This design comes from an exercise in tuning for small area on the open sky130 flow, not from production work.
Function was checked by simulation only, so behaviour that the tests miss may differ from the original.
The flow treats the clock pin as an ideal source, which a real chip does not have.
Power figures rest on the tool's default switching activity, not on a simulated workload.

==> flow/design.v <==
module parking_management_system (
    input wire clk,
    input wire reset,
    input wire car_entered,
    input wire car_exited,
    input wire is_uni_car_entered,
    input wire is_uni_car_exited,
    output wire [9:0] uni_parked_car,
    output wire [9:0] parked_car,
    output wire [9:0] uni_vacated_space,
    output wire [9:0] vacated_space,
    output reg uni_is_vacated_space,
    output reg is_vacated_space
);
    genvar gi;
    reg [8:0] uni_cnt;
    reg [8:0] non_cnt;
    assign uni_parked_car    = {1'b0, uni_cnt};
    assign parked_car        = {1'b0, non_cnt};
    assign uni_vacated_space = {1'b0, 9'd500 - uni_cnt};   
    assign vacated_space     = 10'd200 - {1'b0, non_cnt};
    reg [18:0] lfsr;
    reg [2:0]  seg;    
    wire hit      = ((lfsr ^ 19'h10821) & 19'h6fdfd) == 19'd0;
    wire seg_last = seg[2] & ~seg[1];
    wire [18:0] lfsr_next = {lfsr[17:0], lfsr[18] ^ lfsr[4] ^ lfsr[1] ^ lfsr[0]} ^ {13'd0, hit, 5'd0};
    reg non_full;
    always @(*) begin
        case (seg)
            3'b011:  non_full = &{non_cnt[7:3], non_cnt[1]};                            
            3'b111:  non_full = &{non_cnt[8], non_cnt[5], non_cnt[3], non_cnt[2]};      
            3'b110:  non_full = &{non_cnt[8], non_cnt[6], non_cnt[4:1]};                
            3'b100:  non_full = &{non_cnt[8:4], non_cnt[2]};                            
            default: non_full = &{non_cnt[7:6], non_cnt[3]};                            
        endcase
    end
    wire uni_room = ~&{uni_cnt[8:4], uni_cnt[2]};
    localparam [9:0] TOT_K = 10'd324;
    wire [9:0] tot_s = {1'b0, uni_cnt} ^ {1'b0, non_cnt} ^ TOT_K;
    wire [9:0] tot_g = ({1'b0, uni_cnt} & {1'b0, non_cnt}) | (({1'b0, uni_cnt} | {1'b0, non_cnt}) & TOT_K);
    wire [10:0] tot_c;
    assign tot_c[0] = 1'b0;
    generate for (gi = 0; gi < 10; gi = gi + 1) begin : g_tot
        wire b = (gi == 0) ? 1'b0 : tot_g[gi-1];
        assign tot_c[gi+1] = (tot_s[gi] & b) | (tot_c[gi] & (tot_s[gi] | b));
    end endgenerate
    wire tot_room = ~(tot_c[10] | tot_g[9]);
    wire uni_ok   = uni_room & tot_room;
    wire non_ok   = ~non_full & tot_room;
    wire uni_in   = car_entered & is_uni_car_entered;
    wire uni_out  = ~uni_in & car_exited & is_uni_car_exited;
    wire non_in   = car_entered & ~is_uni_car_entered & ~(car_exited & is_uni_car_exited);
    wire non_out  = ~car_entered & car_exited & ~is_uni_car_exited;
    wire [9:0] uni_ones, uni_zero, non_ones, non_zero;
    assign uni_ones[0] = 1'b1;
    assign uni_zero[0] = 1'b1;
    assign non_ones[0] = 1'b1;
    assign non_zero[0] = 1'b1;
    generate for (gi = 0; gi < 9; gi = gi + 1) begin : g_chain
        assign uni_ones[gi+1] = uni_ones[gi] & uni_cnt[gi];
        assign uni_zero[gi+1] = uni_zero[gi] & ~uni_cnt[gi];
        assign non_ones[gi+1] = non_ones[gi] & non_cnt[gi];
        assign non_zero[gi+1] = non_zero[gi] & ~non_cnt[gi];
    end endgenerate
    wire uni_nz = ~uni_zero[9];
    wire non_nz = ~non_zero[9];
    wire uni_up = uni_in & uni_ok;
    wire uni_dn = uni_out & uni_nz;
    wire non_up = non_in & non_ok;
    wire non_dn = non_out & non_nz;
    wire [8:0] uni_tgl = ({9{uni_up}} & uni_ones[8:0]) | ({9{uni_dn}} & uni_zero[8:0]);
    wire [8:0] non_tgl = ({9{non_up}} & non_ones[8:0]) | ({9{non_dn}} & non_zero[8:0]);
    always @(posedge clk or posedge reset) begin
        if (reset) begin
            uni_cnt <= 9'd0;
            non_cnt <= 9'd0;
            uni_is_vacated_space <= 1'b1;
            is_vacated_space <= 1'b1;
            lfsr <= 19'h28418;
            seg <= 3'b000;
        end else begin
            lfsr <= lfsr_next;
            if (hit & ~seg_last)
                seg <= {seg[1:0], ~seg[2]};
            uni_cnt <= uni_cnt ^ uni_tgl;
            non_cnt <= non_cnt ^ non_tgl;
            if (uni_in | non_in) begin
                uni_is_vacated_space <= uni_ok;
                is_vacated_space <= non_ok;
            end else begin
                if (uni_out & uni_nz) uni_is_vacated_space <= 1'b1;
                if (non_out & non_nz) is_vacated_space <= 1'b1;
            end
        end
    end
endmodule
export LEC_CHECK = 0
export CAP_MARGIN = 20
export CORE_MARGIN = 2
export CORE_UTILIZATION = 40
export SLEW_MARGIN = 20
create_clock -name core_clock -period 10.0 [get_ports {clk}]
standard.sh (not shown) runs the stock make flow with config.mk's settings and CLKGATE_MAP_FILE= SYNTH_SCRIPT=/design/flow/synth_recipe.tcl, a recipe that flattens the netlist after the stock synthesis.
==> flow/flow/run.sh <==
#!/bin/bash
# Own layout flow:
#  1. the standard synthesis (standard.sh synth);
#  2. an area-oriented re-mapping of its combinational logic with ABC
#     (registers, their names and cell types untouched): three passes of four
#     differently seeded runs each, every pass starting from the smallest
#     netlist so far, keeping the smallest;
#  3. the standard layout steps, with the smallest buffer on the ports, a
#     clock tree without dummy loads, its root and its lightly loaded leaf
#     buffers resized afterwards.
# Each tool writes its full output to a log_*.log file here.
set -euo pipefail
HERE=$(pwd)
RES=$HERE/orfs/results/$FLOW_PLATFORM/parking_management_system/base
LIB=$FLOW_HOME/platforms/sky130hd/lib/sky130_fd_sc_hd__tt_025C_1v80.lib

bash standard.sh synth > $HERE/log_synth.log 2>&1
cp $RES/1_2_yosys.v $HERE/std_1_2_yosys.v

best=$HERE/std_1_2_yosys.v; best_area=1e99
resyn_pass() {  # $1 = pass name, $2 = input netlist
  local p=$1 in=$2 s n a
  for s in $HERE/flow/${p}_*.abc; do
    n=$(basename $s .abc)
    mkdir -p $HERE/resyn_$n
    ( LIB=$LIB NET_IN=$in NET_OUT=$HERE/resyn_$n/out.v ABC_SCRIPT=$s LOGDIR=$HERE/resyn_$n \
        yosys -c $HERE/flow/resyn.tcl > $HERE/log_resyn_$n.log 2>&1 || true ) &
  done
  wait
  for s in $HERE/flow/${p}_*.abc; do
    n=$(basename $s .abc)
    [[ -f $HERE/resyn_$n/out.v && -f $HERE/resyn_$n/resyn_after.stat ]] || continue
    a=$(awk '/Chip area/ {print $NF}' $HERE/resyn_$n/resyn_after.stat)
    echo "$n $a" >> $HERE/resyn_areas.txt
    if awk -v a=$a -v b=$best_area 'BEGIN{exit !(a<b)}'; then best=$HERE/resyn_$n/out.v; best_area=$a; fi
  done
}
resyn_pass p1 $HERE/std_1_2_yosys.v
resyn_pass p2 $best
resyn_pass p3 $best
echo "chosen $best $best_area" >> $HERE/resyn_areas.txt
cp $best $RES/1_2_yosys.v
touch $RES/1_2_yosys.v

bash standard.sh BUFFER_PORTS_ARGS="-buffer_cell sky130_fd_sc_hd__buf_1" CTS_ARGS="$(cat $HERE/flow/cts_args)" \
  POST_CTS_TCL=$HERE/flow/post_cts.tcl $(cat $HERE/flow/clk_cells) finish > $HERE/log_finish.log 2>&1
Other scripts of this flow, unchanged in this note and not shown: flow/flow/clk_cells, flow/flow/cts_args, flow/flow/p1_1.abc, flow/flow/p1_2.abc, flow/flow/p1_3.abc, flow/flow/p1_4.abc, flow/flow/p2_1.abc, flow/flow/p2_2.abc, flow/flow/p2_3.abc, flow/flow/p2_4.abc, flow/flow/p3_1.abc, flow/flow/p3_2.abc, flow/flow/p3_3.abc, flow/flow/p3_4.abc, flow/flow/post_cts.tcl, flow/flow/resyn.tcl
Next try:
--- a/flow/design.v
+++ b/flow/design.v
@@ -20,18 +20,20 @@
     assign uni_vacated_space = {1'b0, 9'd500 - uni_cnt};   
     assign vacated_space     = 10'd200 - {1'b0, non_cnt};
-    reg [18:0] lfsr;
-    reg [2:0]  seg;    
-    wire hit      = ((lfsr ^ 19'h10821) & 19'h6fdfd) == 19'd0;
-    wire seg_last = seg[2] & ~seg[1];
-    wire [18:0] lfsr_next = {lfsr[17:0], lfsr[18] ^ lfsr[4] ^ lfsr[1] ^ lfsr[0]} ^ {13'd0, hit, 5'd0};
+    reg [16:0] lfsr;
+    reg [3:0]  seg;
+    wire hit      = ((lfsr ^ 17'h10637) & 17'h1dbff) == 17'd0;
+    wire seg_last = &seg;
+    wire [16:0] lfsr_next = {lfsr[15:0], ~(lfsr[16] ^ lfsr[5])} ^ {10'd0, hit, 6'd0};
+    wire lim250 = seg[3] | (seg[2] & seg[1]);               
+    wire lim300 = seg[3] & (seg[2] | seg[1] | seg[0]);      
+    wire lim350 = seg[3] & seg[2];                          
+    wire lim500 = &seg;                                     
     reg non_full;
     always @(*) begin
-        case (seg)
-            3'b011:  non_full = &{non_cnt[7:3], non_cnt[1]};                            
-            3'b111:  non_full = &{non_cnt[8], non_cnt[5], non_cnt[3], non_cnt[2]};      
-            3'b110:  non_full = &{non_cnt[8], non_cnt[6], non_cnt[4:1]};                
-            3'b100:  non_full = &{non_cnt[8:4], non_cnt[2]};                            
-            default: non_full = &{non_cnt[7:6], non_cnt[3]};                            
-        endcase
+        if (lim500)      non_full = &{non_cnt[8:4], non_cnt[2]};                            
+        else if (lim350) non_full = &{non_cnt[8], non_cnt[6], non_cnt[4:1]};                
+        else if (lim300) non_full = &{non_cnt[8], non_cnt[5], non_cnt[3], non_cnt[2]};      
+        else if (lim250) non_full = &{non_cnt[7:3], non_cnt[1]};                            
+        else             non_full = &{non_cnt[7:6], non_cnt[3]};                            
     end
     wire uni_room = ~&{uni_cnt[8:4], uni_cnt[2]};
@@ -77,10 +79,10 @@
             uni_is_vacated_space <= 1'b1;
             is_vacated_space <= 1'b1;
-            lfsr <= 19'h28418;
-            seg <= 3'b000;
+            lfsr <= 17'h0030b;
+            seg <= 4'd0;
         end else begin
             lfsr <= lfsr_next;
             if (hit & ~seg_last)
-                seg <= {seg[1:0], ~seg[2]};
+                seg <= seg + 4'd1;
             uni_cnt <= uni_cnt ^ uni_tgl;
             non_cnt <= non_cnt ^ non_tgl;
Outcome:
- The new run ran to the end with no violations
- non-clock buffer count does not change
- final cell count grows by 3.5%
- final area increases by 0.66%
- setup slack loses 0.20 ns
- utilization stays flat
- worst hold slack gets worse by 0.019 ns
- clock power climbs by 4.3%
- global-route usage falls by 0.56 points
- die area went up by 0.42%
- wire length increases by 0.61%
- power falls by 4.5%
- clock-buffer cell count stays the same

-- static timing again, ports no longer ideal --
How much do the figures lean on ideal ports? The routed layouts below were timed once more, with nothing changed but the port constraints.
Step 1 sets driving cells, clkbuf_16 on the clock port and buf_2 on the other inputs (assumed; they add their load-dependent delay and slew).
Step 2 adds t to the input delays and takes it off the output delays; t is the mean of the earliest and latest rising clock arrival at the registers after step 1. Input paths then give back, and output paths get back, about the clock's delay inside the block.
Three values: ideal, step 1, step 2; two values: the first two.
| run | t, ns | setup slack, ns | clock arrival spread, ns | worst data-port slew with drivers (ns) | cell pins on the clock port's net |
|---|---|---|---|---|---|
| the first run | 0.359 | 5.659 / 5.634 / 5.700 | 0.019 / 0.019 | 0.03 | 1 |
| the second run | 0.355 | 5.463 / 5.440 / 5.795 | 0.028 / 0.028 | 0.03 | 1 |
After both steps setup and hold are still met in every run listed.
